This is an optimization exercise on Yosys and OpenROAD, whose aim is small area, a short achievable clock period and few clock cycles per item, not a production implementation. RTL that was checked went through simulation tests only; none was proved equivalent to the original.

==> inputs of wip/tundra <==
Design gcd_coprocessor, start of the top module:
module gcd_coprocessor #( parameter W = 32 ) (
  input clk,
  input reset,
  input operands_val,
  input [W-1:0] operands_bits_A,
  input [W-1:0] operands_bits_B,
  output operands_rdy,
  output result_val,
  output [W-1:0] result_bits,
  input result_rdy
);
==> module gcd_datapath, before the edit <==
module gcd_datapath #( parameter W = 32, parameter M = 4 )
(
  input              clk,
  input              load,       
  input  [W-1:0]     operands_bits_A,
  input  [W-1:0]     operands_bits_B,
  input  [4:0]       operands_k,
  output             done,
  output [W-1:0]     result_y,
  output [4:0]       result_k
);
  reg [W-1:0] x, y;
  reg [4:0]   k;
  wire [W-1:0] e  = x ^ y;
  wire         xz = ~|x;
  wire         eq = ~|e;
  wire [W:0]   d   = {1'b0, x} - {1'b0, y};
  wire         neg = d[W];
  reg  [W-1:0] pmsh;
  reg          orr;
  integer j;
  always @* begin
    orr = 1'b0;
    for (j = 0; j < M; j = j + 1) orr = orr | e[j];
    pmsh[0] = 1'b0;
    for (j = 1; j < W; j = j + 1) begin
      if (j + M - 1 < W) orr = orr | e[j+M-1];
      pmsh[j] = orr;
    end
  end
  function [2:0] samt(input [W-1:0] v);
    integer i;
    reg found;
    begin
      samt = M;
      found = 1'b0;
      for (i = 1; i < M; i = i + 1)
        if (!found && v[i]) begin samt = i; found = 1'b1; end
    end
  endfunction
  wire dn    = xz | eq;
  wire c_sub = x[0];
  wire [W+M-1:0] src = c_sub ? {{(M-1){neg}}, d} : {{M{1'b0}}, x};
  wire [2:0]     s   = samt(c_sub ? e : x);
  wire [W+M-1:0] srs = src >> s;
  wire [W-1:0]   sh  = srs[W-1:0] ^ (pmsh & {W{c_sub & neg}});
  assign done     = dn;
  assign result_y = y;
  assign result_k = k;
  always @(posedge clk) begin
    x <= load ? operands_bits_A : (sh & {W{~dn}});
  end
  always @(posedge clk) begin
    if (load) begin
      y <= operands_bits_B;
      k <= operands_k;
    end else if (!dn && c_sub && neg) begin
      y <= x;
    end
  end
endmodule
==> module gcd_coprocessor, before the edit <==
module gcd_coprocessor #( parameter W = 32 ) (
  input clk,
  input reset,
  input operands_val,
  input [W-1:0] operands_bits_A,
  input [W-1:0] operands_bits_B,
  output operands_rdy,
  output result_val,
  output [W-1:0] result_bits,
  input result_rdy
);
  localparam N = 16;
  function [4:0] ctz(input [W-1:0] v);
    integer i;
    begin
      ctz = 5'd0;
      for (i = W-1; i >= 0; i = i - 1)
        if (v[i]) ctz = i;
    end
  endfunction
  reg  [N-1:0] wsel, rsel;      
  reg  [N-1:0] busy;
  reg          iv;              
  reg  [W-1:0] ix, iy;
  reg  [4:0]   icx, icy;
  reg          ov;
  reg  [W-1:0] od;
  wire [N-1:0] done;
  wire [W-1:0] ry [0:N-1];
  wire [4:0]   rk [0:N-1];
  wire         az = (operands_bits_A == {W{1'b0}});
  wire         bz = (operands_bits_B == {W{1'b0}});
  wire [W-1:0] fx = az ? operands_bits_B : operands_bits_A;
  wire [W-1:0] fy = bz ? operands_bits_A : operands_bits_B;
  wire [4:0]   ca = ctz(operands_bits_A);
  wire [4:0]   cb = ctz(operands_bits_B);
  wire [W-1:0] ox = ix >> icx;
  wire [W-1:0] oy = iy >> icy;
  wire [4:0]   ok = (icx < icy) ? icx : icy;
  reg [W-1:0] sy;
  reg [4:0]   sk;
  integer i;
  always @* begin
    sy = {W{1'b0}};
    sk = 5'd0;
    for (i = 0; i < N; i = i + 1) begin
      sy = sy | (ry[i] & {W{rsel[i]}});
      sk = sk | (rk[i] & {5{rsel[i]}});
    end
  end
  wire take = |(rsel & busy & done) & (~ov | result_rdy);
  wire fill = iv & |(wsel & ~busy);        
  assign operands_rdy = ~iv | fill;
  wire acc  = operands_val & operands_rdy;
  genvar g;
  generate
    for (g = 0; g < N; g = g + 1) begin : u
      gcd_datapath #(.W(W)) dp (
        .clk(clk),
        .load(wsel[g] & ~busy[g]),
        .operands_bits_A(ox),
        .operands_bits_B(oy),
        .operands_k(ok),
        .done(done[g]),
        .result_y(ry[g]),
        .result_k(rk[g]));
    end
  endgenerate
  always @(posedge clk or posedge reset) begin
    if (reset) begin
      wsel <= {{(N-1){1'b0}}, 1'b1};
      rsel <= {{(N-1){1'b0}}, 1'b1};
      busy <= {N{1'b0}};
      iv   <= 1'b0;
      ov   <= 1'b0;
    end else begin
      if (fill) wsel <= {wsel[N-2:0], wsel[N-1]};
      if (take) rsel <= {rsel[N-2:0], rsel[N-1]};
      busy <= (busy & ~(rsel & {N{take}})) | (wsel & {N{fill}});
      iv   <= acc | (iv & ~fill);
      ov   <= take | (ov & ~result_rdy);
    end
  end
  always @(posedge clk) begin
    if (operands_rdy) begin
      ix  <= fx;
      iy  <= fy;
      icx <= az ? cb : ca;
      icy <= bz ? ca : cb;
    end
    if (take) od <= sy << sk;
  end
  assign result_val   = ov;
  assign result_bits  = od;
endmodule
export LEC_CHECK = 0
export CAP_MARGIN = 20
export CORE_MARGIN = 2
export CORE_UTILIZATION = 40
export SETUP_SLACK_MARGIN = 1.5
export SLEW_MARGIN = 20
create_clock -name core_clock -period 5.5 [get_ports {clk}]
run.sh (not shown) runs the stock make flow with config.mk's settings and CLKGATE_MAP_FILE= SYNTH_SCRIPT=/design/flow/synth_recipe.tcl, a recipe that flattens the netlist after the stock synthesis.
==> inputs of wip/fjord, as changes to wip/tundra <==
==> flow/design.v (replaced) <==
module gcd_datapath #( parameter W = 32, parameter M = 4 )
(
  input              clk,
  input              load,       
  input  [W-1:0]     operands_bits_A,
  input  [W-1:0]     operands_bits_B,
  output             done,
  output [W-1:0]     result_y,
  output [4:0]       result_k
);
  reg [W-1:0] x, y;
  reg [4:0]   k;
  reg         owe;    
  wire [W-1:0] e  = x ^ y;
  wire         xz = ~|x;
  wire         yz = ~|y;
  wire         eq = ~|e;
  wire [W:0]   d   = {1'b0, x} - {1'b0, y};
  wire         neg = d[W];
  reg  [W-1:0] pmsh;
  reg          orr;
  integer j;
  always @* begin
    orr = 1'b0;
    for (j = 0; j < M; j = j + 1) orr = orr | e[j];
    pmsh[0] = 1'b0;
    for (j = 1; j < W; j = j + 1) begin
      if (j + M - 1 < W) orr = orr | e[j+M-1];
      pmsh[j] = orr;
    end
  end
  function [2:0] samt(input [W-1:0] v);
    integer i;
    reg found;
    begin
      samt = M;
      found = 1'b0;
      for (i = 1; i < M; i = i + 1)
        if (!found && v[i]) begin samt = i; found = 1'b1; end
    end
  endfunction
  wire dn    = xz | (eq & ~owe);
  wire c_sub = x[0] & y[0];
  wire c_be  = ~x[0] & ~y[0];
  wire c_one = ~yz & (owe | c_be);
  wire c_x   = ~yz & ~c_one & ~c_sub & ~x[0];     
  wire s_ad  = ~yz & ~c_one & c_sub;
  wire [W+M-1:0] src = s_ad ? {{(M-1){neg}}, d} : {{M{1'b0}}, c_x ? x : y};
  wire [2:0]     s   = c_one ? 3'd1 : samt(s_ad ? e : c_x ? x : y);
  wire [W+M-1:0] srs = src >> s;
  wire [W-1:0]   sh  = srs[W-1:0] ^ (pmsh & {W{s_ad & neg}});
  wire         y_from_x = s_ad ? neg : ~c_x;
  assign done     = dn;
  assign result_y = y;
  assign result_k = k;
  always @(posedge clk) begin
    x <= load ? operands_bits_A : (sh & {W{~dn}});
  end
  always @(posedge clk) begin
    if (load) begin
      y   <= operands_bits_B;
      k   <= 5'd0;
      owe <= 1'b0;
    end else if (!dn) begin
      if (y_from_x) y <= x;
      if (!yz) begin
        owe <= c_be & ~owe;
        if (c_be & ~owe) k <= k + 5'd1;
      end
    end
  end
endmodule
module gcd_coprocessor #( parameter W = 32 ) (
  input clk,
  input reset,
  input operands_val,
  input [W-1:0] operands_bits_A,
  input [W-1:0] operands_bits_B,
  output operands_rdy,
  output result_val,
  output [W-1:0] result_bits,
  input result_rdy
);
  localparam N = 16;
  reg  [N-1:0] wsel, rsel;      
  reg  [N-1:0] busy;
  reg          ov;
  reg  [W-1:0] od;
  wire [N-1:0] done;
  wire [W-1:0] ry [0:N-1];
  wire [4:0]   rk [0:N-1];
  reg [W-1:0] sy;
  reg [4:0]   sk;
  integer i;
  always @* begin
    sy = {W{1'b0}};
    sk = 5'd0;
    for (i = 0; i < N; i = i + 1) begin
      sy = sy | (ry[i] & {W{rsel[i]}});
      sk = sk | (rk[i] & {5{rsel[i]}});
    end
  end
  wire         take  = |(rsel & busy & done) & (~ov | result_rdy);
  wire [N-1:0] freed = rsel & {N{take}};
  wire [N-1:0] avail = ~busy | freed;
  assign operands_rdy = |(wsel & avail);
  wire         acc   = operands_val & operands_rdy;
  genvar g;
  generate
    for (g = 0; g < N; g = g + 1) begin : u
      gcd_datapath #(.W(W)) dp (
        .clk(clk),
        .load(wsel[g] & avail[g]),
        .operands_bits_A(operands_bits_A),
        .operands_bits_B(operands_bits_B),
        .done(done[g]),
        .result_y(ry[g]),
        .result_k(rk[g]));
    end
  endgenerate
  always @(posedge clk or posedge reset) begin
    if (reset) begin
      wsel <= {{(N-1){1'b0}}, 1'b1};
      rsel <= {{(N-1){1'b0}}, 1'b1};
      busy <= {N{1'b0}};
      ov   <= 1'b0;
    end else begin
      if (acc)  wsel <= {wsel[N-2:0], wsel[N-1]};
      if (take) rsel <= {rsel[N-2:0], rsel[N-1]};
      busy <= (busy & ~freed) | (wsel & {N{acc}});
      ov   <= take | (ov & ~result_rdy);
    end
  end
  always @(posedge clk) begin
    if (take) od <= sy << sk;
  end
  assign result_val   = ov;
  assign result_bits  = od;
endmodule
--- a/flow/config.mk
+++ b/flow/config.mk
@@ -7,6 +7,6 @@
 export LEC_CHECK = 0
 export CAP_MARGIN = 20
 export CORE_MARGIN = 2
-export CORE_UTILIZATION = 40
-export SETUP_SLACK_MARGIN = 1.5
+export CORE_UTILIZATION = 25
+export PLACE_DENSITY = 0.35
 export SLEW_MARGIN = 20
==> inputs of wip/delta, as changes to wip/tundra <==
==> flow/design.v (replaced) <==
module gcd_datapath #( parameter W = 32, parameter M = 4 )
(
  input              clk,
  input              load,       
  input  [W-1:0]     operands_bits_A,
  input  [W-1:0]     operands_bits_B,
  output             done,
  output [W-1:0]     result_y,
  output [4:0]       result_k
);
  reg [W-1:0] x, y;
  reg [4:0]   k;
  reg         owe;    
  wire [W-1:0] e  = x ^ y;
  wire         xz = ~|x;
  wire         eq = ~|e;
  wire [W:0]   d   = {1'b0, x} - {1'b0, y};
  wire         neg = d[W];
  reg  [W-1:0] pmsh;
  reg          orr;
  integer j;
  always @* begin
    orr = 1'b0;
    for (j = 0; j < M; j = j + 1) orr = orr | e[j];
    pmsh[0] = 1'b0;
    for (j = 1; j < W; j = j + 1) begin
      if (j + M - 1 < W) orr = orr | e[j+M-1];
      pmsh[j] = orr;
    end
  end
  function [2:0] samt(input [W-1:0] v);
    integer i;
    reg found;
    begin
      samt = M;
      found = 1'b0;
      for (i = 1; i < M; i = i + 1)
        if (!found && v[i]) begin samt = i; found = 1'b1; end
    end
  endfunction
  wire dn    = xz | (eq & ~owe);
  wire c_sub = x[0] & y[0];
  wire c_be  = ~x[0] & ~y[0];
  wire c_one = owe | c_be;
  wire c_x   = ~c_one & ~c_sub & ~x[0];     
  wire s_ad  = ~c_one & c_sub;
  wire [W+M-1:0] src = s_ad ? {{(M-1){neg}}, d} : {{M{1'b0}}, c_x ? x : y};
  wire [2:0]     s   = c_one ? 3'd1 : samt(s_ad ? e : c_x ? x : y);
  wire [W+M-1:0] srs = src >> s;
  wire [W-1:0]   sh  = srs[W-1:0] ^ (pmsh & {W{s_ad & neg}});
  wire         y_from_x = s_ad ? neg : ~c_x;
  assign done     = dn;
  assign result_y = y;
  assign result_k = k;
  always @(posedge clk) begin
    x <= load ? operands_bits_A : (sh & {W{~dn}});
  end
  always @(posedge clk) begin
    if (load) begin
      y   <= operands_bits_B;
      k   <= 5'd0;
      owe <= 1'b0;
    end else if (!dn) begin
      if (y_from_x) y <= x;
      owe <= c_be & ~owe;
      if (c_be & ~owe) k <= k + 5'd1;
    end
  end
endmodule
module gcd_coprocessor #( parameter W = 32 ) (
  input clk,
  input reset,
  input operands_val,
  input [W-1:0] operands_bits_A,
  input [W-1:0] operands_bits_B,
  output operands_rdy,
  output result_val,
  output [W-1:0] result_bits,
  input result_rdy
);
  localparam N = 16;
  reg  [N-1:0] wsel, rsel;      
  reg  [N-1:0] busy;
  reg          ov;
  reg  [W-1:0] od;
  wire [N-1:0] done;
  wire [W-1:0] ry [0:N-1];
  wire [4:0]   rk [0:N-1];
  reg [W-1:0] sy;
  reg [4:0]   sk;
  integer i;
  always @* begin
    sy = {W{1'b0}};
    sk = 5'd0;
    for (i = 0; i < N; i = i + 1) begin
      sy = sy | (ry[i] & {W{rsel[i]}});
      sk = sk | (rk[i] & {5{rsel[i]}});
    end
  end
  reg          rdy_q;
  wire         take  = |(rsel & busy & done) & (~ov | result_rdy);
  wire         acc   = operands_val & rdy_q;
  wire [N-1:0] wsel_n = acc  ? {wsel[N-2:0], wsel[N-1]} : wsel;
  wire [N-1:0] busy_n = (busy & ~(rsel & {N{take}})) | (wsel & {N{acc}});
  assign operands_rdy = rdy_q;
  wire [W-1:0] ld_B = (operands_bits_B == {W{1'b0}}) ? operands_bits_A : operands_bits_B;
  genvar g;
  generate
    for (g = 0; g < N; g = g + 1) begin : u
      gcd_datapath #(.W(W)) dp (
        .clk(clk),
        .load(wsel[g] & ~busy[g]),
        .operands_bits_A(operands_bits_A),
        .operands_bits_B(ld_B),
        .done(done[g]),
        .result_y(ry[g]),
        .result_k(rk[g]));
    end
  endgenerate
  always @(posedge clk or posedge reset) begin
    if (reset) begin
      wsel <= {{(N-1){1'b0}}, 1'b1};
      rsel <= {{(N-1){1'b0}}, 1'b1};
      busy <= {N{1'b0}};
      rdy_q <= 1'b0;
      ov   <= 1'b0;
    end else begin
      wsel <= wsel_n;
      if (take) rsel <= {rsel[N-2:0], rsel[N-1]};
      busy <= busy_n;
      rdy_q <= |(wsel_n & ~busy_n);
      ov   <= take | (ov & ~result_rdy);
    end
  end
  always @(posedge clk) begin
    if (take) od <= sy << sk;
  end
  assign result_val   = ov;
  assign result_bits  = od;
endmodule
==> run summary <==
Register-to-register slack, lowest first: wip/fjord, wip/delta, wip/tundra. Sequential cell count: wip/fjord < wip/delta < wip/tundra. Maximum frequency, highest first: wip/tundra, wip/delta, wip/fjord. Between wip/tundra and wip/delta, the lower via count is in wip/tundra (gap about 7%, measured against wip/delta). Sequential share of layout area, lowest first: wip/fjord, wip/delta, wip/tundra. Design area: wip/tundra < wip/delta < wip/fjord. Count of clock-buffer cells in the layout, lowest first: wip/delta, wip/tundra, wip/fjord. wip/fjord completed and failed the layout checks on negative setup slack. wip/tundra produced a clean layout. wip/delta went through all stages and came out clean. Global-route usage, highest first: wip/delta, wip/tundra, wip/fjord.
==> figures <==
quantity	wip/fjord	wip/delta	wip/tundra
Signal buf overhead	10.5%	5.89%	5.36%
Post-synthesis cell area	120000 sq um	118000 sq um	116000 sq um
Category of the critical setup timing path	reg -> out	reg -> reg	reg -> reg
Cell area after placement	140000 sq um	124000 sq um	122000 sq um
Synth Register Bits	1201	1202	1260
Worst hold path class	in -> reg	reg -> reg	reg -> reg
Largest driver fanout on the critical path	3	24	36
Avg Inst Size Synth	7.66 sq um	7.34 sq um	7.79 sq um
Resize count post-CTS	31	273	200
Violation count after the first detailed-routing iteration	16000	21400	19300
Global-route met2 utilization	47.9%	60.4%	57.5%
Outcome	finished with violations	timing/DRC/antenna clean	timing/DRC/antenna clean
Layout check failures	negative setup slack	-	-
Core box area	478000 sq um	294000 sq um	288000 sq um
Signal inverters	733	726	758
Cell at the slowest stage of the critical path	edfxtp_1	a22oi_1	buf_4
Area taken by flip-flops and latches	29800 sq um	29800 sq um	32500 sq um
Sequential cell area share	20.3%	21.9%	24.3%
Post-synth EDFFs	544	544	698
Transition time of the tightest slew-check pin	1.24 ns	1.18 ns	1.28 ns
Flip-flop and latch count	1201	1202	1260
Testbench counts of wip/tundra, summed over its fixed seeds: cycles 3,583, items 2,048.
Testbench counts of wip/delta, summed over its fixed seeds: cycles 3,746, items 2,048.
No functional check of the RTL was part of wip/fjord.

[what the ideal ports hide]
The results above use ideal ports. As a check the final layouts listed here were re-extracted and re-timed, cells and wires unchanged. Step 1 sets driving cells, clkbuf_16 on the clock port and buf_2 on the other inputs (assumed; they add their load-dependent delay and slew). Step 2 times the ports against the registers' clock, not the clock port: input delays grow and output delays shrink by t, the midpoint of the rising clock arrivals with the driver on. Slacks: no drivers / after step 1 / after step 2; pairs: no drivers / after step 1.
| run | shift t [ns] | setup slack, ns | pins driven straight from the clock port |
|---|---|---|---|
| wip/tundra | 0.983 | 1.338 / 1.338 / 1.330 | 1 |
| wip/fjord | 1.063 | -0.630 / -0.751 / 0.172 | 1 |
| wip/delta | 0.977 | 1.228 / 1.228 / 1.228 | 1 |
For wip/tundra, which loses most, drivers alone change the setup slack by 0.000 ns; drivers and shift together by -0.008 ns.
